This is an optimization exercise on Yosys and OpenROAD, whose aim is small area and a short achievable clock period, not a production implementation. The RTL was checked by simulation tests, not by an equivalence proof against the original design. Power figures rest on the tool's default switching activity, not on a simulated workload.

`run.sh`:
```
#!/bin/bash
# synth_recipe.tcl (not shown) runs the flow's synth.tcl, then flattens the netlist and writes it again
# the make line also repeats each setting of config.mk as NAME=value (left out here)
make -C /OpenROAD-flow-scripts/flow DESIGN_CONFIG=/design/flow/config.mk WORK_HOME=/design/flow/orfs CLKGATE_MAP_FILE= SYNTH_SCRIPT=/design/flow/synth_recipe.tcl finish
```
`config.mk`:
```
export PLATFORM = sky130hd
export DESIGN_NAME = dadda_16_pipelined
export DESIGN_NICKNAME = dadda_16_pipelined
export VERILOG_FILES = /design/flow/design.v
export SDC_FILE = /design/flow/constraint.sdc
export NUM_CORES = 4
export LEC_CHECK = 0
export CAP_MARGIN = 20
export CORE_MARGIN = 2
export CORE_UTILIZATION = 40
export SLEW_MARGIN = 20
```
`constraint.sdc`:
```
create_clock -name core_clock -period 9.0 [get_ports {clk}]
set_input_delay 1.8000 -clock core_clock [delete_from_list [all_inputs] [get_ports {clk}]]
set_output_delay 1.8000 -clock core_clock [all_outputs]
set_load 0.01 [all_outputs]
```
`design.v`:
```
module HA(a, b, Sum, Cout);
input a, b;  
output Sum, Cout;  
assign Sum = a ^ b; 
assign Cout = a & b; 
endmodule
module csa_dadda(A,B,Cin,Y,Cout);
input A,B,Cin;
output Y,Cout;
assign Y = A^B^Cin;
assign Cout = (A&B)|(A&Cin)|(B&Cin);
endmodule
module dadda_8_pipelined(clk, rst, A, B, y);
    input clk;
    input rst;
    input [7:0] A;
    input [7:0] B;
    output wire [15:0] y;
    wire  gen_pp [0:7][7:0];
    wire [0:5]s1,c1;
    wire [0:13]s2,c2;   
    wire [0:9]s3,c3;
    wire [0:11]s4,c4;
    wire [0:13]s5,c5;
reg [0:14] s1_pp_drag_pipe_1;
reg [0:27] s2_pp_drag_pipe_1, s2_pp_drag_pipe_2;
reg [0:6] s3_pp_drag_pipe_1, s3_pp_drag_pipe_2, s3_pp_drag_pipe_3;
reg [0:8] s4_pp_drag_pipe_1, s4_pp_drag_pipe_2, s4_pp_drag_pipe_3, s4_pp_drag_pipe_4;
reg [0:4] s5_pp_drag_pipe_1, s5_pp_drag_pipe_2, s5_pp_drag_pipe_3, s5_pp_drag_pipe_4, s5_pp_drag_pipe_5;
reg [0:5] s1_pipe,c1_pipe;
reg [0:13] s2_pipe,c2_pipe;
reg [0:13] s2_drag_pipe, c2_drag_pipe;
reg [0:9] s3_pipe, c3_pipe;
reg [0:11] s4_pipe, c4_pipe;
genvar i;
genvar j;
for(i = 0; i<8; i=i+1)begin
   for(j = 0; j<8;j = j+1)begin
      assign gen_pp[i][j] = A[j]*B[i];
end
end
    HA h1(.a(s1_pp_drag_pipe_1[14]),.b(s1_pp_drag_pipe_1[13]),.Sum(s1[0]),.Cout(c1[0]));
    HA h2(.a(s1_pp_drag_pipe_1[12]),.b(s1_pp_drag_pipe_1[11]),.Sum(s1[2]),.Cout(c1[2]));
    HA h3(.a(s1_pp_drag_pipe_1[10]),.b(s1_pp_drag_pipe_1[9]),.Sum(s1[4]),.Cout(c1[4]));
    csa_dadda c11(.A(s1_pp_drag_pipe_1[8]),.B(s1_pp_drag_pipe_1[7]),.Cin(s1_pp_drag_pipe_1[6]),.Y(s1[1]),.Cout(c1[1]));
    csa_dadda c12(.A(s1_pp_drag_pipe_1[5]),.B(s1_pp_drag_pipe_1[4]),.Cin(s1_pp_drag_pipe_1[3]),.Y(s1[3]),.Cout(c1[3])); 
    csa_dadda c13(.A(s1_pp_drag_pipe_1[2]),.B(s1_pp_drag_pipe_1[1]),.Cin(s1_pp_drag_pipe_1[0]),.Y(s1[5]),.Cout(c1[5]));
    HA h4(.a(s2_pp_drag_pipe_2[27]),.b(s2_pp_drag_pipe_2[26]),.Sum(s2[0]),.Cout(c2[0]));
    HA h5(.a(s2_pp_drag_pipe_2[25]),.b(s2_pp_drag_pipe_2[24]),.Sum(s2[2]),.Cout(c2[2]));
    csa_dadda c21(.A(s2_pp_drag_pipe_2[23]),.B(s2_pp_drag_pipe_2[22]),.Cin(s2_pp_drag_pipe_2[21]),.Y(s2[1]),.Cout(c2[1]));
    csa_dadda c22(.A(s1_pipe[0]),.B(s2_pp_drag_pipe_2[1]),.Cin(s2_pp_drag_pipe_2[0]),.Y(s2[3]),.Cout(c2[3]));
    csa_dadda c23(.A(s2_pp_drag_pipe_2[20]),.B(s2_pp_drag_pipe_2[19]),.Cin(s2_pp_drag_pipe_2[18]),.Y(s2[4]),.Cout(c2[4]));
    csa_dadda c24(.A(s1_pipe[1]),.B(s1_pipe[2]),.Cin(c1_pipe[0]),.Y(s2[5]),.Cout(c2[5]));
    csa_dadda c25(.A(s2_pp_drag_pipe_2[17]),.B(s2_pp_drag_pipe_2[16]),.Cin(s2_pp_drag_pipe_2[15]),.Y(s2[6]),.Cout(c2[6]));
    csa_dadda c26(.A(s1_pipe[3]),.B(s1_pipe[4]),.Cin(c1_pipe[1]),.Y(s2[7]),.Cout(c2[7]));
    csa_dadda c27(.A(c1_pipe[2]),.B(s2_pp_drag_pipe_2[14]),.Cin(s2_pp_drag_pipe_2[13]),.Y(s2[8]),.Cout(c2[8]));
    csa_dadda c28(.A(s1_pipe[5]),.B(c1_pipe[3]),.Cin(c1_pipe[4]),.Y(s2[9]),.Cout(c2[9]));
    csa_dadda c29(.A(s2_pp_drag_pipe_2[12]),.B(s2_pp_drag_pipe_2[11]),.Cin(s2_pp_drag_pipe_2[10]),.Y(s2[10]),.Cout(c2[10]));
    csa_dadda c210(.A(s2_pp_drag_pipe_2[9]),.B(c1_pipe[5]),.Cin(s2_pp_drag_pipe_2[8]),.Y(s2[11]),.Cout(c2[11]));
    csa_dadda c211(.A(s2_pp_drag_pipe_2[7]),.B(s2_pp_drag_pipe_2[6]),.Cin(s2_pp_drag_pipe_2[5]),.Y(s2[12]),.Cout(c2[12]));
    csa_dadda c212(.A(s2_pp_drag_pipe_2[4]),.B(s2_pp_drag_pipe_2[3]),.Cin(s2_pp_drag_pipe_2[2]),.Y(s2[13]),.Cout(c2[13]));
    HA h6(.a(s3_pp_drag_pipe_3[6]),.b(s3_pp_drag_pipe_3[5]),.Sum(s3[0]),.Cout(c3[0]));
    csa_dadda c31(.A(s2_pipe[0]),.B(s3_pp_drag_pipe_3[4]),.Cin(s3_pp_drag_pipe_3[3]),.Y(s3[1]),.Cout(c3[1]));
    csa_dadda c32(.A(s2_pipe[1]),.B(s2_pipe[2]),.Cin(c2_pipe[0]),.Y(s3[2]),.Cout(c3[2]));
    csa_dadda c33(.A(c2_pipe[1]),.B(c2_pipe[2]),.Cin(s2_pipe[3]),.Y(s3[3]),.Cout(c3[3]));
    csa_dadda c34(.A(c2_pipe[3]),.B(c2_pipe[4]),.Cin(s2_pipe[5]),.Y(s3[4]),.Cout(c3[4]));
    csa_dadda c35(.A(c2_pipe[5]),.B(c2_pipe[6]),.Cin(s2_pipe[7]),.Y(s3[5]),.Cout(c3[5]));
    csa_dadda c36(.A(c2_pipe[7]),.B(c2_pipe[8]),.Cin(s2_pipe[9]),.Y(s3[6]),.Cout(c3[6]));
    csa_dadda c37(.A(c2_pipe[9]),.B(c2_pipe[10]),.Cin(s2_pipe[11]),.Y(s3[7]),.Cout(c3[7]));
    csa_dadda c38(.A(c2_pipe[11]),.B(c2_pipe[12]),.Cin(s2_pipe[13]),.Y(s3[8]),.Cout(c3[8]));
    csa_dadda c39(.A(s3_pp_drag_pipe_3[2]),.B(s3_pp_drag_pipe_3[1]),.Cin(s3_pp_drag_pipe_3[0]),.Y(s3[9]),.Cout(c3[9]));
    HA h7(.a(s4_pp_drag_pipe_4[8]),.b(s4_pp_drag_pipe_4[7]),.Sum(s4[0]),.Cout(c4[0]));
    csa_dadda c41(.A(s3_pipe[0]),.B(s4_pp_drag_pipe_4[6]),.Cin(s4_pp_drag_pipe_4[5]),.Y(s4[1]),.Cout(c4[1]));
    csa_dadda c42(.A(c3_pipe[0]),.B(s3_pipe[1]),.Cin(s4_pp_drag_pipe_4[4]),.Y(s4[2]),.Cout(c4[2]));
    csa_dadda c43(.A(c3_pipe[1]),.B(s3_pipe[2]),.Cin(s4_pp_drag_pipe_4[3]),.Y(s4[3]),.Cout(c4[3]));
    csa_dadda c44(.A(c3_pipe[2]),.B(s3_pipe[3]),.Cin(s2_drag_pipe[4]),.Y(s4[4]),.Cout(c4[4]));
    csa_dadda c45(.A(c3_pipe[3]),.B(s3_pipe[4]),.Cin(s2_drag_pipe[6]),.Y(s4[5]),.Cout(c4[5]));
    csa_dadda c46(.A(c3_pipe[4]),.B(s3_pipe[5]),.Cin(s2_drag_pipe[8]),.Y(s4[6]),.Cout(c4[6]));
    csa_dadda c47(.A(c3_pipe[5]),.B(s3_pipe[6]),.Cin(s2_drag_pipe[10]),.Y(s4[7]),.Cout(c4[7]));
    csa_dadda c48(.A(c3_pipe[6]),.B(s3_pipe[7]),.Cin(s2_drag_pipe[12]),.Y(s4[8]),.Cout(c4[8]));
    csa_dadda c49(.A(c3_pipe[7]),.B(s3_pipe[8]),.Cin(s4_pp_drag_pipe_4[2]),.Y(s4[9]),.Cout(c4[9]));
    csa_dadda c410(.A(c3_pipe[8]),.B(s3_pipe[9]),.Cin(c2_drag_pipe[13]),.Y(s4[10]),.Cout(c4[10]));
    csa_dadda c411(.A(c3_pipe[9]),.B(s4_pp_drag_pipe_4[1]),.Cin(s4_pp_drag_pipe_4[0]),.Y(s4[11]),.Cout(c4[11]));
    HA h8(.a(s5_pp_drag_pipe_5[4]),.b(s5_pp_drag_pipe_5[3]),.Sum(y[1]),.Cout(c5[0]));
    csa_dadda c51(.A(s4_pipe[0]),.B(s5_pp_drag_pipe_5[2]),.Cin(c5[0]),.Y(y[2]),.Cout(c5[1]));
    csa_dadda c52(.A(c4_pipe[0]),.B(s4_pipe[1]),.Cin(c5[1]),.Y(y[3]),.Cout(c5[2]));
    csa_dadda c54(.A(c4_pipe[1]),.B(s4_pipe[2]),.Cin(c5[2]),.Y(y[4]),.Cout(c5[3]));
    csa_dadda c55(.A(c4_pipe[2]),.B(s4_pipe[3]),.Cin(c5[3]),.Y(y[5]),.Cout(c5[4]));
    csa_dadda c56(.A(c4_pipe[3]),.B(s4_pipe[4]),.Cin(c5[4]),.Y(y[6]),.Cout(c5[5]));
    csa_dadda c57(.A(c4_pipe[4]),.B(s4_pipe[5]),.Cin(c5[5]),.Y(y[7]),.Cout(c5[6]));
    csa_dadda c58(.A(c4_pipe[5]),.B(s4_pipe[6]),.Cin(c5[6]),.Y(y[8]),.Cout(c5[7]));
    csa_dadda c59(.A(c4_pipe[6]),.B(s4_pipe[7]),.Cin(c5[7]),.Y(y[9]),.Cout(c5[8]));
    csa_dadda c510(.A(c4_pipe[7]),.B(s4_pipe[8]),.Cin(c5[8]),.Y(y[10]),.Cout(c5[9]));
    csa_dadda c511(.A(c4_pipe[8]),.B(s4_pipe[9]),.Cin(c5[9]),.Y(y[11]),.Cout(c5[10]));
    csa_dadda c512(.A(c4_pipe[9]),.B(s4_pipe[10]),.Cin(c5[10]),.Y(y[12]),.Cout(c5[11]));
    csa_dadda c513(.A(c4_pipe[10]),.B(s4_pipe[11]),.Cin(c5[11]),.Y(y[13]),.Cout(c5[12]));
    csa_dadda c514(.A(c4_pipe[11]),.B(s5_pp_drag_pipe_5[1]),.Cin(c5[12]),.Y(y[14]),.Cout(c5[13]));
    assign y[0] = s5_pp_drag_pipe_5[0];
    assign y[15] = c5[13];
always @(posedge clk) begin
    if (!rst) begin
        s1_pp_drag_pipe_1 <= 15'b0;
        s1_pipe <= 6'b0;
        c1_pipe <= 6'b0;
    end else begin
        s1_pp_drag_pipe_1[14] <= gen_pp[6][0];   
        s1_pp_drag_pipe_1[13] <= gen_pp[5][1];   
        s1_pp_drag_pipe_1[12] <= gen_pp[4][3];   
        s1_pp_drag_pipe_1[11] <= gen_pp[3][4];   
        s1_pp_drag_pipe_1[10] <= gen_pp[4][4];   
        s1_pp_drag_pipe_1[9]  <= gen_pp[3][5];   
        s1_pp_drag_pipe_1[8]  <= gen_pp[7][0];   
        s1_pp_drag_pipe_1[7]  <= gen_pp[6][1];   
        s1_pp_drag_pipe_1[6]  <= gen_pp[5][2];   
        s1_pp_drag_pipe_1[5]  <= gen_pp[7][1];   
        s1_pp_drag_pipe_1[4]  <= gen_pp[6][2];   
        s1_pp_drag_pipe_1[3]  <= gen_pp[5][3];   
        s1_pp_drag_pipe_1[2]  <= gen_pp[7][2];   
        s1_pp_drag_pipe_1[1]  <= gen_pp[6][3];   
        s1_pp_drag_pipe_1[0]  <= gen_pp[5][4];   
        s1_pipe <= s1;
        c1_pipe <= c1;
    end
end
always @(posedge clk) begin
    if (!rst) begin
        s2_pp_drag_pipe_1 <= 28'b0;
        s2_pp_drag_pipe_2 <= 28'b0;
        s2_pipe <= 14'b0;
        c2_pipe <= 14'b0;
    end else begin
        s2_pp_drag_pipe_1[27] <= gen_pp[4][0];
        s2_pp_drag_pipe_1[26] <= gen_pp[3][1];
        s2_pp_drag_pipe_1[25] <= gen_pp[2][3];
        s2_pp_drag_pipe_1[24] <= gen_pp[1][4];
        s2_pp_drag_pipe_1[23] <= gen_pp[5][0];
        s2_pp_drag_pipe_1[22] <= gen_pp[4][1];
        s2_pp_drag_pipe_1[21] <= gen_pp[3][2];
        s2_pp_drag_pipe_1[20] <= gen_pp[2][4];
        s2_pp_drag_pipe_1[19] <= gen_pp[1][5];
        s2_pp_drag_pipe_1[18] <= gen_pp[0][6];
        s2_pp_drag_pipe_1[17] <= gen_pp[2][5];
        s2_pp_drag_pipe_1[16] <= gen_pp[1][6];
        s2_pp_drag_pipe_1[15] <= gen_pp[0][7];
        s2_pp_drag_pipe_1[14] <= gen_pp[2][6];
        s2_pp_drag_pipe_1[13] <= gen_pp[1][7];
        s2_pp_drag_pipe_1[12] <= gen_pp[4][5];
        s2_pp_drag_pipe_1[11] <= gen_pp[3][6];
        s2_pp_drag_pipe_1[10] <= gen_pp[2][7];
        s2_pp_drag_pipe_1[9]  <= gen_pp[7][3];
        s2_pp_drag_pipe_1[8]  <= gen_pp[6][4];
        s2_pp_drag_pipe_1[7]  <= gen_pp[5][5];
        s2_pp_drag_pipe_1[6]  <= gen_pp[4][6];
        s2_pp_drag_pipe_1[5]  <= gen_pp[3][7];
        s2_pp_drag_pipe_1[4]  <= gen_pp[7][4];
        s2_pp_drag_pipe_1[3]  <= gen_pp[6][5];
        s2_pp_drag_pipe_1[2]  <= gen_pp[5][6];
        s2_pp_drag_pipe_1[1]  <= gen_pp[4][2];
        s2_pp_drag_pipe_1[0]  <= gen_pp[3][3];
        s2_pp_drag_pipe_2 <= s2_pp_drag_pipe_1;
        s2_pipe <= s2;
        c2_pipe <= c2;
    end
end
always @(posedge clk) begin
    if (!rst) begin
        s3_pp_drag_pipe_1 <= 7'b0000000;
        s3_pp_drag_pipe_2 <= 7'b0000000;
        s3_pp_drag_pipe_3 <= 7'b0000000;
        s3_pipe <= 10'b0000000000;
        c3_pipe <= 10'b0000000000;
    end else begin
        s3_pp_drag_pipe_1[6] <= gen_pp[3][0];
        s3_pp_drag_pipe_1[5] <= gen_pp[2][1];
        s3_pp_drag_pipe_1[4] <= gen_pp[2][2];
        s3_pp_drag_pipe_1[3] <= gen_pp[1][3];
        s3_pp_drag_pipe_1[2] <= gen_pp[7][5];
        s3_pp_drag_pipe_1[1] <= gen_pp[6][6];
        s3_pp_drag_pipe_1[0] <= gen_pp[5][7];
        s3_pp_drag_pipe_2 <= s3_pp_drag_pipe_1;
        s3_pp_drag_pipe_3 <= s3_pp_drag_pipe_2;
        s3_pipe <= s3;
        c3_pipe <= c3;
    end
end
always @(posedge clk) begin
    if (!rst) begin
        s4_pp_drag_pipe_1 <= 8'b00000000;
        s4_pp_drag_pipe_2 <= 8'b00000000;
        s4_pp_drag_pipe_3 <= 8'b00000000;
        s4_pp_drag_pipe_4 <= 8'b00000000;
        s4_pipe <= 12'b000000000000;
        c4_pipe <= 12'b000000000000;
        s2_drag_pipe <= 14'b0;
        c2_drag_pipe <= 14'b0;
    end else begin
        s4_pp_drag_pipe_1[8] <= gen_pp[2][0];
        s4_pp_drag_pipe_1[7] <= gen_pp[1][1];
        s4_pp_drag_pipe_1[6] <= gen_pp[1][2];
        s4_pp_drag_pipe_1[5] <= gen_pp[0][3];
        s4_pp_drag_pipe_1[4] <= gen_pp[0][4];
        s4_pp_drag_pipe_1[3] <= gen_pp[0][5];
        s4_pp_drag_pipe_1[2] <= gen_pp[4][7];
        s4_pp_drag_pipe_1[1] <= gen_pp[7][6];
        s4_pp_drag_pipe_1[0] <= gen_pp[6][7];
        s4_pp_drag_pipe_2 <= s4_pp_drag_pipe_1;
        s4_pp_drag_pipe_3 <= s4_pp_drag_pipe_2;
        s4_pp_drag_pipe_4 <= s4_pp_drag_pipe_3;
        s4_pipe <= s4;
        c4_pipe <= c4;
        s2_drag_pipe <= s2_pipe;
        c2_drag_pipe <= c2_pipe;
    end
end
always @(posedge clk) begin
    if (!rst) begin
        s5_pp_drag_pipe_1 <= 5'b00000;
        s5_pp_drag_pipe_2 <= 5'b00000;
        s5_pp_drag_pipe_3 <= 5'b00000;
        s5_pp_drag_pipe_4 <= 5'b00000;
        s5_pp_drag_pipe_5 <= 5'b00000;
    end else begin
        s5_pp_drag_pipe_1[4] <= gen_pp[1][0];
        s5_pp_drag_pipe_1[3] <= gen_pp[0][1];
        s5_pp_drag_pipe_1[2] <= gen_pp[0][2];
        s5_pp_drag_pipe_1[1] <= gen_pp[7][7];
        s5_pp_drag_pipe_1[0] <= gen_pp[0][0];
        s5_pp_drag_pipe_2 <= s5_pp_drag_pipe_1;
        s5_pp_drag_pipe_3 <= s5_pp_drag_pipe_2;
        s5_pp_drag_pipe_4 <= s5_pp_drag_pipe_3;
        s5_pp_drag_pipe_5 <= s5_pp_drag_pipe_4;
    end
end
endmodule 
module dadda_16_pipelined(clk, rst, A, B, Y_reg);
    input clk, rst;
    input [15:0] A;
    input [15:0] B;
    output reg [31:0] Y_reg;
    wire [31:0] Y;
    reg [15:0] A_reg, B_reg;
    wire [15:0] y11, y12, y21, y22;
    reg [15:0] y11_pipe_1, y12_pipe_1, y21_pipe_1, y22_pipe_1;
    reg [15:0] y11_pipe_2, y12_pipe_2, y21_pipe_2, y22_pipe_2;
    reg s_1_pipe_1;
    reg s_1_pipe_2;
    wire [15:0] s_1, c_1;
    reg [15:0] s_1_reg, c_1_reg;
    wire [22:0] c_2;
    dadda_8_pipelined d1(.clk(clk), .rst(rst), .A(A[7:0]), .B(B[7:0]), .y(y11));
    dadda_8_pipelined d2(.clk(clk), .rst(rst), .A(A[7:0]), .B(B[15:8]), .y(y12));
    dadda_8_pipelined d3(.clk(clk), .rst(rst), .A(A[15:8]), .B(B[7:0]), .y(y21));
    dadda_8_pipelined d4(.clk(clk), .rst(rst), .A(A[15:8]), .B(B[15:8]), .y(y22));
    always @(posedge clk) begin
        if (!rst) begin
            y11_pipe_1 <= 16'b0;
            y12_pipe_1 <= 16'b0;
            y21_pipe_1 <= 16'b0;
            y22_pipe_1 <= 16'b0;
            s_1_pipe_1 <= 1'b0;
        end else begin
            y11_pipe_1 <= y11;
            y12_pipe_1 <= y12;
            y21_pipe_1 <= y21;
            y22_pipe_1 <= y22;
            s_1_pipe_1 <= s_1[0];
        end
    end
    always @(posedge clk) begin
        if (!rst) begin
            y11_pipe_2 <= 16'b0;
            y12_pipe_2 <= 16'b0;
            y21_pipe_2 <= 16'b0;
            y22_pipe_2 <= 16'b0;
            s_1_pipe_2 <= 1'b0;
        end else begin
            y11_pipe_2 <= y11_pipe_1;
            y12_pipe_2 <= y12_pipe_1;
            y21_pipe_2 <= y21_pipe_1;
            y22_pipe_2 <= y22_pipe_1;
            s_1_pipe_2 <= s_1_pipe_1;
        end
    end
    csa_dadda c_11(.A(y11_pipe_1[8]), .B(y12_pipe_1[0]), .Cin(y21_pipe_1[0]), .Y(s_1[0]), .Cout(c_1[0]));
    csa_dadda c_12(.A(y11_pipe_1[9]), .B(y12_pipe_1[1]), .Cin(y21_pipe_1[1]), .Y(s_1[1]), .Cout(c_1[1]));
    csa_dadda c_13(.A(y11_pipe_1[10]), .B(y12_pipe_1[2]), .Cin(y21_pipe_1[2]), .Y(s_1[2]), .Cout(c_1[2]));
    csa_dadda c_14(.A(y11_pipe_1[11]), .B(y12_pipe_1[3]), .Cin(y21_pipe_1[3]), .Y(s_1[3]), .Cout(c_1[3]));
    csa_dadda c_15(.A(y11_pipe_1[12]), .B(y12_pipe_1[4]), .Cin(y21_pipe_1[4]), .Y(s_1[4]), .Cout(c_1[4]));
    csa_dadda c_16(.A(y11_pipe_1[13]), .B(y12_pipe_1[5]), .Cin(y21_pipe_1[5]), .Y(s_1[5]), .Cout(c_1[5]));
    csa_dadda c_17(.A(y11_pipe_1[14]), .B(y12_pipe_1[6]), .Cin(y21_pipe_1[6]), .Y(s_1[6]), .Cout(c_1[6]));
    csa_dadda c_18(.A(y11_pipe_1[15]), .B(y12_pipe_1[7]), .Cin(y21_pipe_1[7]), .Y(s_1[7]), .Cout(c_1[7]));
    csa_dadda c_19(.A(y22_pipe_1[0]), .B(y12_pipe_1[8]), .Cin(y21_pipe_1[8]), .Y(s_1[8]), .Cout(c_1[8]));
    csa_dadda c_110(.A(y22_pipe_1[1]), .B(y12_pipe_1[9]), .Cin(y21_pipe_1[9]), .Y(s_1[9]), .Cout(c_1[9]));
    csa_dadda c_111(.A(y22_pipe_1[2]), .B(y12_pipe_1[10]), .Cin(y21_pipe_1[10]), .Y(s_1[10]), .Cout(c_1[10]));
    csa_dadda c_112(.A(y22_pipe_1[3]), .B(y12_pipe_1[11]), .Cin(y21_pipe_1[11]), .Y(s_1[11]), .Cout(c_1[11]));
    csa_dadda c_113(.A(y22_pipe_1[4]), .B(y12_pipe_1[12]), .Cin(y21_pipe_1[12]), .Y(s_1[12]), .Cout(c_1[12]));
    csa_dadda c_114(.A(y22_pipe_1[5]), .B(y12_pipe_1[13]), .Cin(y21_pipe_1[13]), .Y(s_1[13]), .Cout(c_1[13]));
    csa_dadda c_115(.A(y22_pipe_1[6]), .B(y12_pipe_1[14]), .Cin(y21_pipe_1[14]), .Y(s_1[14]), .Cout(c_1[14]));
    csa_dadda c_116(.A(y22_pipe_1[7]), .B(y12_pipe_1[15]), .Cin(y21_pipe_1[15]), .Y(s_1[15]), .Cout(c_1[15]));
    always @(posedge clk) begin
        if (!rst) begin
            s_1_reg <= 16'b0;
            c_1_reg <= 16'b0;
        end else begin
            s_1_reg <= s_1;
            c_1_reg <= c_1;
        end
    end
    HA h1(.a(s_1_reg[1]), .b(c_1_reg[0]), .Sum(Y[9]), .Cout(c_2[0]));
    csa_dadda c_22(.A(s_1_reg[2]), .B(c_1_reg[1]), .Cin(c_2[0]), .Y(Y[10]), .Cout(c_2[1]));
    csa_dadda c_23(.A(s_1_reg[3]), .B(c_1_reg[2]), .Cin(c_2[1]), .Y(Y[11]), .Cout(c_2[2]));
    csa_dadda c_24(.A(s_1_reg[4]), .B(c_1_reg[3]), .Cin(c_2[2]), .Y(Y[12]), .Cout(c_2[3]));
    csa_dadda c_25(.A(s_1_reg[5]), .B(c_1_reg[4]), .Cin(c_2[3]), .Y(Y[13]), .Cout(c_2[4]));
    csa_dadda c_26(.A(s_1_reg[6]), .B(c_1_reg[5]), .Cin(c_2[4]), .Y(Y[14]), .Cout(c_2[5]));
    csa_dadda c_27(.A(s_1_reg[7]), .B(c_1_reg[6]), .Cin(c_2[5]), .Y(Y[15]), .Cout(c_2[6]));
    csa_dadda c_28(.A(s_1_reg[8]), .B(c_1_reg[7]), .Cin(c_2[6]), .Y(Y[16]), .Cout(c_2[7]));
    csa_dadda c_29(.A(s_1_reg[9]), .B(c_1_reg[8]), .Cin(c_2[7]), .Y(Y[17]), .Cout(c_2[8]));
    csa_dadda c_210(.A(s_1_reg[10]), .B(c_1_reg[9]), .Cin(c_2[8]), .Y(Y[18]), .Cout(c_2[9]));
    csa_dadda c_211(.A(s_1_reg[11]), .B(c_1_reg[10]), .Cin(c_2[9]), .Y(Y[19]), .Cout(c_2[10]));
    csa_dadda c_212(.A(s_1_reg[12]), .B(c_1_reg[11]), .Cin(c_2[10]), .Y(Y[20]), .Cout(c_2[11]));
    csa_dadda c_213(.A(s_1_reg[13]), .B(c_1_reg[12]), .Cin(c_2[11]), .Y(Y[21]), .Cout(c_2[12]));
    csa_dadda c_214(.A(s_1_reg[14]), .B(c_1_reg[13]), .Cin(c_2[12]), .Y(Y[22]), .Cout(c_2[13]));
    csa_dadda c_215(.A(s_1_reg[15]), .B(c_1_reg[14]), .Cin(c_2[13]), .Y(Y[23]), .Cout(c_2[14]));
    csa_dadda c_216(.A(y22_pipe_2[8]), .B(c_1_reg[15]), .Cin(c_2[14]), .Y(Y[24]), .Cout(c_2[15]));
    HA h2(.a(y22_pipe_2[9]), .b(c_2[15]), .Sum(Y[25]), .Cout(c_2[16]));
    HA h3(.a(y22_pipe_2[10]), .b(c_2[16]), .Sum(Y[26]), .Cout(c_2[17]));
    HA h4(.a(y22_pipe_2[11]), .b(c_2[17]), .Sum(Y[27]), .Cout(c_2[18]));
    HA h5(.a(y22_pipe_2[12]), .b(c_2[18]), .Sum(Y[28]), .Cout(c_2[19]));
    HA h6(.a(y22_pipe_2[13]), .b(c_2[19]), .Sum(Y[29]), .Cout(c_2[20]));
    HA h7(.a(y22_pipe_2[14]), .b(c_2[20]), .Sum(Y[30]), .Cout(c_2[21]));
    HA h8(.a(y22_pipe_2[15]), .b(c_2[21]), .Sum(Y[31]), .Cout(c_2[22]));
    assign Y[8] = s_1_pipe_1;
    assign Y[7:0] = y11_pipe_2[7:0];
    always @(posedge clk) begin
        if (!rst) begin
            Y_reg <= 32'b0;
        end else begin
            Y_reg <= Y;
        end
    end
endmodule
```
==> summary.txt <==
path summary, 6_finish.rpt:
| path | depth (start not counted) | slack, ns | end | from |
|---|---|---|---|---|
| setup reg to reg | 24 | 0.38 | Y_reg[31]$_SDFF_PN0_ | c_1_reg[0]$_SDFF_PN0_ |
| setup / recovery | 24 | 0.38 | Y_reg[31]$_SDFF_PN0_ | c_1_reg[0]$_SDFF_PN0_ |
| hold reg to reg | 1 | 0.42 | y11_pipe_2[1]$_SDFF_PN0_ | y11_pipe_1[1]$_SDFF_PN0_ |
| hold / removal | 1 | 0.42 | y11_pipe_2[1]$_SDFF_PN0_ | y11_pipe_1[1]$_SDFF_PN0_ |
critical path, delay by kind of cell, from the launching register on:
family	cells	cell delay [ns]
flip-flops	1	0.30
XOR/XNOR	1	0.15
AND/OR/NAND/NOR	1	0.15
adder cells (fa/ha/maj)	22	7.90
power breakdown:
| group | total, mW | leakage (nW) | switching (mW) | internal [mW] |
|---|---|---|---|---|
| Combinational | 0.248 | 7.27 | 0.148 | 0.100 |
| Clock | 4.57 | 1.84 | 1.85 | 2.72 |
| Sequential | 5.11 | 9.07 | 0.0451 | 5.07 |
| Total | 9.93 | 18.2 | 2.04 | 7.89 |
cell usage in the layout, fill, tap and decap left out:
cell                n
and2_1            848
and3_1            256
buf_12              2
buf_16              2
buf_4               2
buf_8               1
bufinv_16           8
clkbuf_1           23
clkbuf_16         110
clkbuf_8           29
clkdlybuf4s50_1    64
clkinv_16           2
clkinv_2           18
clkinv_4            2
clkinv_8            3
clkinvlp_4          3
dfxtp_1          1116
diode_2             1
fa_1              216
fa_2                7
ha_1               39
inv_1              28
inv_6               1
inv_8               1
nor2b_1            12
xor2_1              1
final cells by class:
class | instances | area [um2] | share of cell area
Sequential cell | 1116 | 22340 | 0.5534
Multi-Input combinational cell | 1379 | 11960 | 0.2963
Inverter | 28 | 105.1 | 0.002603
Antenna cell | 1 | 2.502 | 0.00006199
Clock buffer | 162 | 3238 | 0.08021
Clock inverter | 38 | 499.2 | 0.01237
Timing Repair Buffer | 71 | 765.7 | 0.01897
Tap cell | 1165 | 1458 | 0.03611
logic make-up after synthesis:
kind of cell,after synthesis
xor gates and xnor gates,1
adders and majority gates,262
buffers and inverters,184
DFF,1116
and+or+nand+nor,1116
layer usage:
layer / wire length (um) / vias up / global-route usage
met1: 27530 / 8065 / 0.1732
met2: 25560 / 207 / 0.1980
met5: 0 / - / 0
li1: - / 8341 / -
met4: 1359 / 0 / 0.04513
met3: 2038 / 91 / 0.02406
metrics by stage:
step / hold WS [ns] / setup TNS [ns] / utilization / setup slack [ns]
2_1_floorplan: 0.4119 / 0 / - / 0.3121
3_3_place_gp: 0.4133 / -0.2360 / 0.4156 / -0.1556
3_5_place_dp: 0.4169 / -0.1043 / 0.4156 / -0.08845
4_1_cts: 0.4153 / 0 / 0.4582 / 0.03039
5_1_grt: 0.4356 / 0 / 0.4589 / 0.02585
6_report: 0.4243 / 0 / 0.4589 / 0.3796
timing repair:
| action | 4_1_cts | 5_1_grt |
|---|---|---|
| buffers inserted | 0 | 0 |
| pin swaps | 0 | 0 |
| endpoints found under the setup margin | 2 | 2 |
| resized for setup | 3 | 4 |
==> impl_metrics.tcl <==
set metrics [dict create \
    status "no timing/DRC/antenna violations" \
    dp.cells 3757 \
    final_antenna_net_count 0 \
    netlist_top_cells_area "dfxtp_1, and2_1, fa_1" \
    rsz0062_at_grt "false" \
    min_period_ns 8.620 \
    synth_compound_area_frac 0 \
    synth_top_area_share 0.6322 \
    synth.distinct_cells 14 \
    post-dp-hpwl_mm 33.82 \
    yosysTopAreaCell "dfxtp_1" \
    cp_cell_sequence "ha_1, fa_1, fa_1, fa_2, fa_2, fa_2, fa_2, fa_1, fa_1, fa_2, fa_1, fa_2, fa_1, fa_1, fa_1, fa_2, ha_1, ha_1, ha_1, ha_1, ha_1, ha_1, xor2_1, and2_1" \
    critPathCaptureType "flop" \
    clk_pin_slew_ns 0.06 \
    antenna_found_initial 6 \
    cts_tree "done" \
    drt_iter0_markers 861 \
    final_area_um2 40370 \
    period_share 0.9578 \
    synthCells 2679 \
    yosysMostFrequentCell "dfxtp_1" \
    routed-via-count 16704 \
    initial_core_util 0.4017 \
    slowest_delay_ns 0.47 \
    grt_overflow 0 \
    critPathRequiredTime_ns 9.53 \
    slew_headroom 0.2680 \
    tightest_slew_ns 1.095 \
    worstPathArrival_ns 9.15 \
    io_pins 66 \
    critPathSlowestCell "fa_1" \
    synth_async_sr_flop_share 0 \
    cts_buffers 108 \
    grt_pass1_vias 16915 \
    drtPass1Iterations 4 \
    synth_adder_area_share 0.1401 \
    hp-class "reg -> reg" \
    die_y_um 301.2 \
    largest_register_ffs 32 \
    cts_max_level 3 \
    start_kind "flop" \
    worstSetupPathType "reg -> reg" \
    clock_skew_ns 0.01886 \
    drive_gt1_frac 0.06836 \
    rows 109 \
    clockRootBuffer "clkbuf_16" \
    synth_ff_type "dfxtp_1" \
    cts.hold.buffers_added 0 \
    max_cap_viol_count 0 \
    vdd_drop_max_mv 0.1561 \
    fin_cells 3960 \
    placed_area_um2 36560 \
    synth_seq_cells 1116 \
    synth-xor-area-share 0.0002479 \
    n_fill_cell 7794 \
    grt_use_total 0.1259 \
    clock.fmax_mhz 116.0 \
    cts.sinks 1116 \
    avgSynthCellArea_um2 13.19 \
    clock_latency_ns 0.67 \
    area_growth_pct 14.24 \
    placeableCoreArea_um2 87970 \
    globalplace.congestion 0.7002 \
    syn-num-nets 2975 \
    nets 3000 \
    p_per_area_nw_per_um2 245.9 \
    clockBufferDepth 3 \
    syn_area_um2 35340 \
    synthTopCellsByCount "dfxtp_1, and2_1, and3_1" \
    synthMuxAreaShare 0 \
    setup_violations 0 \
    synth_edf_count 0 \
    leakagePower_nw 18.18 \
    routed_wl_mm 56.49 \
    grt_max_degree 353 \
    drc 0 \
    drt-vias-per-instance 4.218 \
    die_w_um 301.2 \
    cp_max_fo 1 \
    ys.warnings.count 2 \
    crit_top_cell "fa_1" \
    hold_viol 0 \
    synthSimpleGateAreaFrac 0.1976 \
    die_area_um2 90730 \
    total_power_mw 9.929 \
    grt_pass1_wl_mm 90.28 \
    synth_top_family_by_area "simple AND/OR/NAND/NOR gates" \
    yosysSeqAreaShare 0.6322 \
    finalMaxSlewViolations 0 \
    portBuffers 65 \
    wire_per_inst_um 14.27 \
]

-- re-timing with driven ports --
Ports are ideal in the flow. The routed layout listed here was re-timed in OpenROAD. Step 1, drivers: a clkbuf_16 drives clk and a buf_2 each remaining input, both assumed. Step 2 moves the port delays by t, midway between the first and last clock arrival at a register: inputs arrive t later, outputs are due t later. That takes back most of the time a late clock gives input paths. Three values: no drivers, after step 1, after step 2; two values: the first two.
t, ns: 0.716
setup WS [ns]: 0.380 / 0.380 / 0.380
latest minus earliest clock arrival (ns): 0.028 / 0.027
worst data-port slew with drivers (ns): 0.07
After both steps setup and hold are still met in this run. The setup slack of this run moves by 0.000 ns with the drivers and by 0.000 ns with both steps.
